This design comes from an exercise in tuning for small area, a short achievable clock period and few clock cycles on the open sky130 flow, not from production work.
In this exercise RTL edits were held to simulation tests only and were not proved equivalent to the original.
No driver is modelled on the clock port, so clock power and skew are understated where the tree is cut down; a real chip needs a root buffer or a tree.

JK:
==> flow/design.v <==
module exgcd_recursion #(
	parameter WIDTH = 16
) (
	input 	clk,     
	input 	rst_n,   
	input	[WIDTH-1:0] data_a,
	input 	[WIDTH-1:0] data_b,
	input	valid_in,
	output 	[WIDTH-1:0] gcd,
	output  [WIDTH-1:0] inv,
	output  reg valid_out
);
localparam M  = 3;                       
localparam KW = 3;                       
function [WIDTH:0] add16;
	input [WIDTH-1:0] a;
	input [WIDTH-1:0] b;
	input             cin;
	reg   [WIDTH-1:0] g, p, G, P;
	integer n, l;
	begin
		p = a ^ b;
		g = a & b;
		g[0] = g[0] | (p[0] & cin);
		G = g; P = p;
		for (l = 1; l < WIDTH; l = l * 2)
			for (n = 2 * l - 1; n < WIDTH; n = n + 2 * l) begin
				G[n] = G[n] | (P[n] & G[n-l]);
				P[n] = P[n] & P[n-l];
			end
		for (l = WIDTH / 4; l >= 1; l = l / 2)
			for (n = 3 * l - 1; n < WIDTH; n = n + 2 * l) begin
				G[n] = G[n] | (P[n] & G[n-l]);
				P[n] = P[n] & P[n-l];
			end
		add16 = {G[WIDTH-1], p ^ {G[WIDTH-2:0], cin}};
	end
endfunction
reg             run;
reg [WIDTH-1:0] R;       
reg [WIDTH-1:0] B;       
reg [WIDTH-1:0] S0;      
reg [WIDTH-1:0] SS;      
reg [KW-1:0]    k;
assign gcd = R;
assign inv = S0;
wire bzero = (B == {WIDTH{1'b0}});
wire kzero = (k == {KW{1'b0}});
wire [WIDTH:0] upd = add16({{M{1'b0}}, R[WIDTH-1:M]}, ~{{M{1'b0}}, B[WIDTH-M-1:0]}, 1'b1);
wire up = ~bzero && (B[WIDTH-1:WIDTH-M] == {M{1'b0}}) && upd[WIDTH];
reg [WIDTH-1:0] therm;
integer t;
always @(*) begin
	for (t = 0; t < WIDTH; t = t + 1)
		therm[t] = (t >= k * M);
end
wire [WIDTH-1:0] SSm = SS & therm;    
wire [WIDTH-1:0] rem [0:M];
wire [M-1:0]     qb;
wire [WIDTH-1:0] sop [0:M-1];    
assign rem[M] = R;
genvar i;
generate
	for (i = M - 1; i >= 0; i = i - 1) begin : stage
		wire [WIDTH:0] dd = add16(rem[i+1] >> i, ~({{i{1'b0}}, B[WIDTH-1-i:0]}), 1'b1);
		wire [WIDTH-i:0] d = {~dd[WIDTH], dd[WIDTH-i-1:0]};
		wire hi0 = (i == 0) ? 1'b1 : (B[WIDTH-1:WIDTH-1-i+1] == 0);
		assign qb[i] = hi0 & ~d[WIDTH-i] & ~up;
		if (i == 0) begin : n0
			assign rem[i] = qb[i] ? d[WIDTH-1:0] : rem[i+1];
		end else begin : ni
			assign rem[i] = qb[i] ? {d[WIDTH-i-1:0], rem[i+1][i-1:0]} : rem[i+1];
		end
		assign sop[i] = (SSm << i) & {WIDTH{qb[i]}};
	end
endgenerate
wire [WIDTH-1:0] n2 = ~sop[2], n1 = ~sop[1], n0 = ~sop[0];
wire [WIDTH-1:0] cs1_s = S0 ^ n2 ^ n1;
wire [WIDTH-1:0] cs1_c = {(S0[WIDTH-2:0] & n2[WIDTH-2:0]) | (S0[WIDTH-2:0] & n1[WIDTH-2:0]) |
                          (n2[WIDTH-2:0] & n1[WIDTH-2:0]), 1'b1};
wire [WIDTH-1:0] cs2_s = cs1_s ^ cs1_c ^ n0;
wire [WIDTH-1:0] cs2_c = {(cs1_s[WIDTH-2:0] & cs1_c[WIDTH-2:0]) | (cs1_s[WIDTH-2:0] & n0[WIDTH-2:0]) |
                          (cs1_c[WIDTH-2:0] & n0[WIDTH-2:0]), 1'b1};
wire [WIDTH:0] sadd = add16(cs2_s, cs2_c, 1'b1);
wire [WIDTH-1:0] snew = sadd[WIDTH-1:0];
wire swap   = run & ~up & kzero & ~bzero;
wire remz   = (rem[0] == {WIDTH{1'b0}});
wire done   = run & (bzero | (swap & remz));
always @(posedge clk or negedge rst_n) begin
	if (~rst_n) begin
		run <= 1'b0;
		valid_out <= 1'b0;
	end else begin
		run <= run ? ~done : valid_in;
		valid_out <= done;
	end
end
always @(posedge clk) begin
	if (~run) begin
		R  <= data_a;
		B  <= data_b;
		S0 <= {{(WIDTH-1){1'b0}}, 1'b1};
		SS <= {WIDTH{1'b0}};
		k  <= {KW{1'b0}};
	end else if (swap) begin
		R  <= B;
		B  <= rem[0];
		S0 <= SS;
		SS <= snew;
		k  <= {KW{1'b0}};
	end else begin
		R  <= rem[0];
		S0 <= snew;
		if (up) begin
			B  <= B << M;
			SS <= (SS << M) | (SS >> (WIDTH - M));
			k  <= k + 1'b1;
		end else begin
			B  <= B >> M;
			SS <= (SS >> M) | (SS << (WIDTH - M));
			k  <= k - 1'b1;
		end
	end
end
endmodule
Settings: LEC_CHECK=0, ABC_AREA=1, CAP_MARGIN=20, CORE_MARGIN=2, CORE_UTILIZATION=65, CTS_BUF_LIST=sky130_fd_sc_hd__clkbuf_8, CTS_CLUSTER_DIAMETER=100, CTS_CLUSTER_SIZE=40, SLEW_MARGIN=20; clock period 50.0 ns.
standard.sh (not shown) runs the stock make flow with config.mk's settings and CLKGATE_MAP_FILE= SYNTH_SCRIPT=/design/flow/synth_recipe.tcl, a recipe that flattens the netlist after the stock synthesis.
==> flow/flow/run.sh <==
#!/bin/bash
set -euo pipefail
args=()
while IFS= read -r line; do
	[[ -z "$line" || "$line" == \#* ]] && continue
	args+=("$line")
done < flow/extra.txt
bash standard.sh "${args[@]}" finish > standard_flow.log 2>&1
==> flow/flow/extra.txt <==
SETUP_SLACK_MARGIN=39.3
BUFFER_PORTS_ARGS=-buffer_cell sky130_fd_sc_hd__buf_2
Looking at the reports, JK completed the entire flow and the layout it produced met the timing, design-rule and antenna checks.
Testbench counts of JK, summed over its fixed seeds: cycles 106,906.
Input changes introduced in MS (baseline for comparison: JK):
- swapping 40 for 100 in CTS_CLUSTER_SIZE
- swapping 100 for 500 in CTS_CLUSTER_DIAMETER
- swapping sky130_fd_sc_hd__clkbuf_8 for sky130_fd_sc_hd__clkbuf_16 in CTS_BUF_LIST
==> flow/flow/extra.txt <==
SETUP_SLACK_MARGIN=39.1
BUFFER_PORTS_ARGS=-buffer_cell sky130_fd_sc_hd__buf_2
Results
Number of vias in the routed layout: MS lower than JK
Summary: with JK as the reference, routed wire length in MS moved down slightly.
From JK to MS the numbers moved as follows: signed area change from the synthesized netlist to the final layout went down 4.8 points.
Status | MS and JK | clean
### MS -> AL
- a change of CTS_CLUSTER_DIAMETER from 500 to 100
- a change of CTS_CLUSTER_SIZE from 100 to 40
- a change of CTS_BUF_LIST from sky130_fd_sc_hd__clkbuf_16 to sky130_fd_sc_hd__clkbuf_8
Findings:
Per the comparison of AL with MS, detailed-router iteration count before antenna repair saw a decrease; routed wire length saw little to no change.
Setup changes, AL to TR
==> flow/flow/extra.txt <==
SETUP_SLACK_MARGIN=38.9
BUFFER_PORTS_ARGS=-buffer_cell sky130_fd_sc_hd__buf_2
Findings:
Routed wire in TR totals less than in AL.
Diff AL -> TR: data required time of the worst path ~0 delta, final core utilization -1.1 points, post-layout instance area -about 1.5%, arrival time at the worst endpoint +0.11 ns.
What PW does differently from TR at the input level:
- CTS_CLUSTER_SIZE no longer set, was 40
- CTS_BUF_LIST no longer set, was sky130_fd_sc_hd__clkbuf_8
- CTS_CLUSTER_DIAMETER no longer set, was 100
==> flow/flow/extra.txt <==
SETUP_SLACK_MARGIN=39.3
BUFFER_PORTS_ARGS=-buffer_cell sky130_fd_sc_hd__buf_2
Findings:
Max worst hold slack across TR and PW: TR
Number of buffers added for setup after CTS is lower on TR
Final standard cell area without fillers for PW: about 7% up relative to TR
PW against TR: share of final layout cell area taken by clock buffers and inverters went up by 1.0 points, reg2reg setup slack climbed 0.03 ns.


Another version of the RTL of exgcd_recursion (not shown whole).
Size: roughly 1100 cells after synthesis, about 76 flip-flops, about 68 I/O pins.
export LEC_CHECK = 0
export ABC_AREA = 1
export CAP_MARGIN = 20
export CORE_MARGIN = 2
export CORE_UTILIZATION = 65
export SLEW_MARGIN = 20
create_clock -name core_clock -period 50.0 [get_ports {clk}]
==> flow/flow/run.sh <==
#!/bin/bash
# The standard layout (standard.sh) with three changes:
#  - extra ORFS make variables from flow/extra.txt, one per line: a setup
#    margin for repair_timing so the achieved period is optimised below the
#    50 ns constraint, and the port buffer cell;
#  - the clock tree is built by flow/clock_tree.tcl instead of TritonCTS:
#    one level of identical clock buffers, each driving the flip-flops of
#    one quadrant of the core, all fed straight from the clock port;
#  - everything else (synthesis, floorplan, placement, routing, finishing)
#    is standard.sh unchanged.
set -euo pipefail
args=()
while IFS= read -r line; do
	[[ -z "$line" || "$line" == \#* ]] && continue
	args+=("$line")
done < flow/extra.txt
bash standard.sh "${args[@]}" place > standard_place.log 2>&1
openroad -no_init -exit flow/clock_tree.tcl > clock_tree.log 2>&1
bash standard.sh "${args[@]}" finish > standard_finish.log 2>&1
==> flow/flow/extra.txt <==
SETUP_SLACK_MARGIN=39.45
BUFFER_PORTS_ARGS=-buffer_cell sky130_fd_sc_hd__buf_1
Other scripts of this flow, unchanged in this note and not shown: flow/flow/clock_tree.tcl
Testbench counts at the start, summed over its fixed seeds: cycles 93,720.
Change:
==> flow/flow/extra.txt (replaced) <==
SETUP_SLACK_MARGIN=39.3
BUFFER_PORTS_ARGS=-buffer_cell sky130_fd_sc_hd__buf_1
Clock skew barely changes.
Global-route usage does not change.
Wire length drops by a few percent.
No run of this note takes its clock network from TritonCTS; it comes from the design's own scripts or RTL.


Starting RTL as in the previous note.
export LEC_CHECK = 0
export ABC_AREA = 1
export CAP_MARGIN = 20
export CORE_MARGIN = 2
export CORE_UTILIZATION = 65
export CTS_BUF_LIST = sky130_fd_sc_hd__clkbuf_8
export CTS_CLUSTER_DIAMETER = 100
export CTS_CLUSTER_SIZE = 40
export SLEW_MARGIN = 20
create_clock -name core_clock -period 50.0 [get_ports {clk}]
==> flow/flow/run.sh <==
#!/bin/bash
set -euo pipefail
args=()
while IFS= read -r line; do
	[[ -z "$line" || "$line" == \#* ]] && continue
	args+=("$line")
done < flow/extra.txt
bash standard.sh "${args[@]}" finish > standard_flow.log 2>&1
==> flow/flow/extra.txt <==
SETUP_SLACK_MARGIN=39.1
BUFFER_PORTS_ARGS=-buffer_cell sky130_fd_sc_hd__buf_1
Testbench counts at the start, summed over its fixed seeds: cycles 93,720.
==> next run, changes <==
==> flow/flow/extra.txt (replaced) <==
SETUP_SLACK_MARGIN=39.1
BUFFER_PORTS_ARGS=-buffer_cell sky130_fd_sc_hd__buf_2
The changed run went through all stages and came out clean.
Global-route usage grows by 0.12 points.
Non-clock buffer count shrinks by 2.
Critical path depth is unchanged.


Starting RTL as in the previous note.
==> flow/design.v (excerpt) <==
module exgcd_recursion #(
	parameter WIDTH = 16
) (
	input 	clk,     
	input 	rst_n,   
	input	[WIDTH-1:0] data_a,
	input 	[WIDTH-1:0] data_b,
	input	valid_in,
	output 	[WIDTH-1:0] gcd,
	output  [WIDTH-1:0] inv,
	output  reg valid_out
);
Settings: LEC_CHECK=0, ABC_AREA=1, CAP_MARGIN=20, CORE_MARGIN=2, CORE_UTILIZATION=65, PLACE_DENSITY=0.8, SLEW_MARGIN=20; clock period 50.0 ns.
==> flow/flow/run.sh <==
#!/bin/bash
# The standard layout (standard.sh) with three changes:
#  - extra ORFS make variables from flow/extra.txt, one per line: a setup
#    margin for repair_timing so the achieved period is optimised below the
#    50 ns constraint, and the port buffer cell;
#  - the clock tree is built by flow/clock_tree.tcl instead of TritonCTS:
#    one level of identical clock buffers, each driving the flip-flops of
#    one quadrant of the core, all fed straight from the clock port;
#  - everything else (synthesis, floorplan, placement, routing, finishing)
#    is standard.sh unchanged.
set -euo pipefail
args=()
while IFS= read -r line; do
	[[ -z "$line" || "$line" == \#* ]] && continue
	args+=("$line")
done < flow/extra.txt
bash standard.sh "${args[@]}" place > standard_place.log 2>&1
openroad -no_init -exit flow/clock_tree.tcl > clock_tree.log 2>&1
bash standard.sh "${args[@]}" finish > standard_finish.log 2>&1
==> flow/flow/extra.txt <==
SETUP_SLACK_MARGIN=39.3
BUFFER_PORTS_ARGS=-buffer_cell sky130_fd_sc_hd__buf_1
Other scripts of this flow, unchanged in this note and not shown: flow/flow/clock_tree.tcl
Testbench counts at the start, summed over its fixed seeds: cycles 93,720.
Then changed:
==> flow/flow/extra.txt (replaced) <==
SETUP_SLACK_MARGIN=39.2
BUFFER_PORTS_ARGS=-buffer_cell sky130_fd_sc_hd__buf_1
Settings changed: PLACE_DENSITY 0.8 to not set.
=>
- setup slack gets worse by 0.059 ns
- final area decreases by 1.1%
- area after synthesis is unchanged
- first-iteration DRC count came out lower by 42%
- final cell count barely changes
No run of this note takes its clock network from TritonCTS; it comes from the design's own scripts or RTL.

-- what the ideal ports hide --
Ports are ideal in the flow. The routed layouts listed here were re-timed in OpenROAD. Step 1 assumes that a clkbuf_16 drives the clock port and a buf_2 every other input. Step 2, shift: input delay + t, output delay - t, t = (earliest + latest rising clock arrival at the registers) / 2. This alone moves slack from input paths to output paths. Three values: no drivers, after step 1, after step 2; two values: the first two.
| run | shift t [ns] | setup slack, ns | worst hold slack (ns) | cell pins on the clock port's net |
|---|---|---|---|---|
| JK | 0.410 | 39.141 / 39.105 / 39.515 | 0.468 / 0.468 / 0.468 | 1 |
| MS | 0.401 | 39.104 / 39.061 / 39.461 | 0.466 / 0.466 / 0.466 | 1 |
| AL | 0.413 | 39.115 / 39.079 / 39.493 | 0.468 / 0.468 / 0.468 | 1 |
| TR | 0.411 | 38.997 / 38.961 / 39.372 | 0.470 / 0.470 / 0.470 | 1 |
| PW | 0.396 | 39.168 / 39.126 / 39.521 | 0.466 / 0.466 / 0.466 | 1 |
| the first run of note 2 | 0.245 | 39.333 / 39.241 / 39.431 | 0.391 / 0.391 / 0.391 | 4 |
| the second run of note 2 | 0.247 | 39.298 / 39.203 / 39.433 | 0.390 / 0.390 / 0.390 | 4 |
| the first run of note 3 | 0.418 | 39.112 / 39.072 / 39.438 | 0.391 / 0.391 / 0.391 | 1 |
| the second run of note 3 | 0.420 | 39.113 / 39.073 / 39.437 | 0.384 / 0.384 / 0.384 | 1 |
| the first run of note 4 | 0.240 | 39.289 / 39.199 / 39.388 | 0.392 / 0.392 / 0.392 | 4 |
| the second run of note 4 | 0.247 | 39.230 / 39.134 / 39.382 | 0.391 / 0.391 / 0.391 | 4 |
After both steps setup and hold are still met in every run listed.
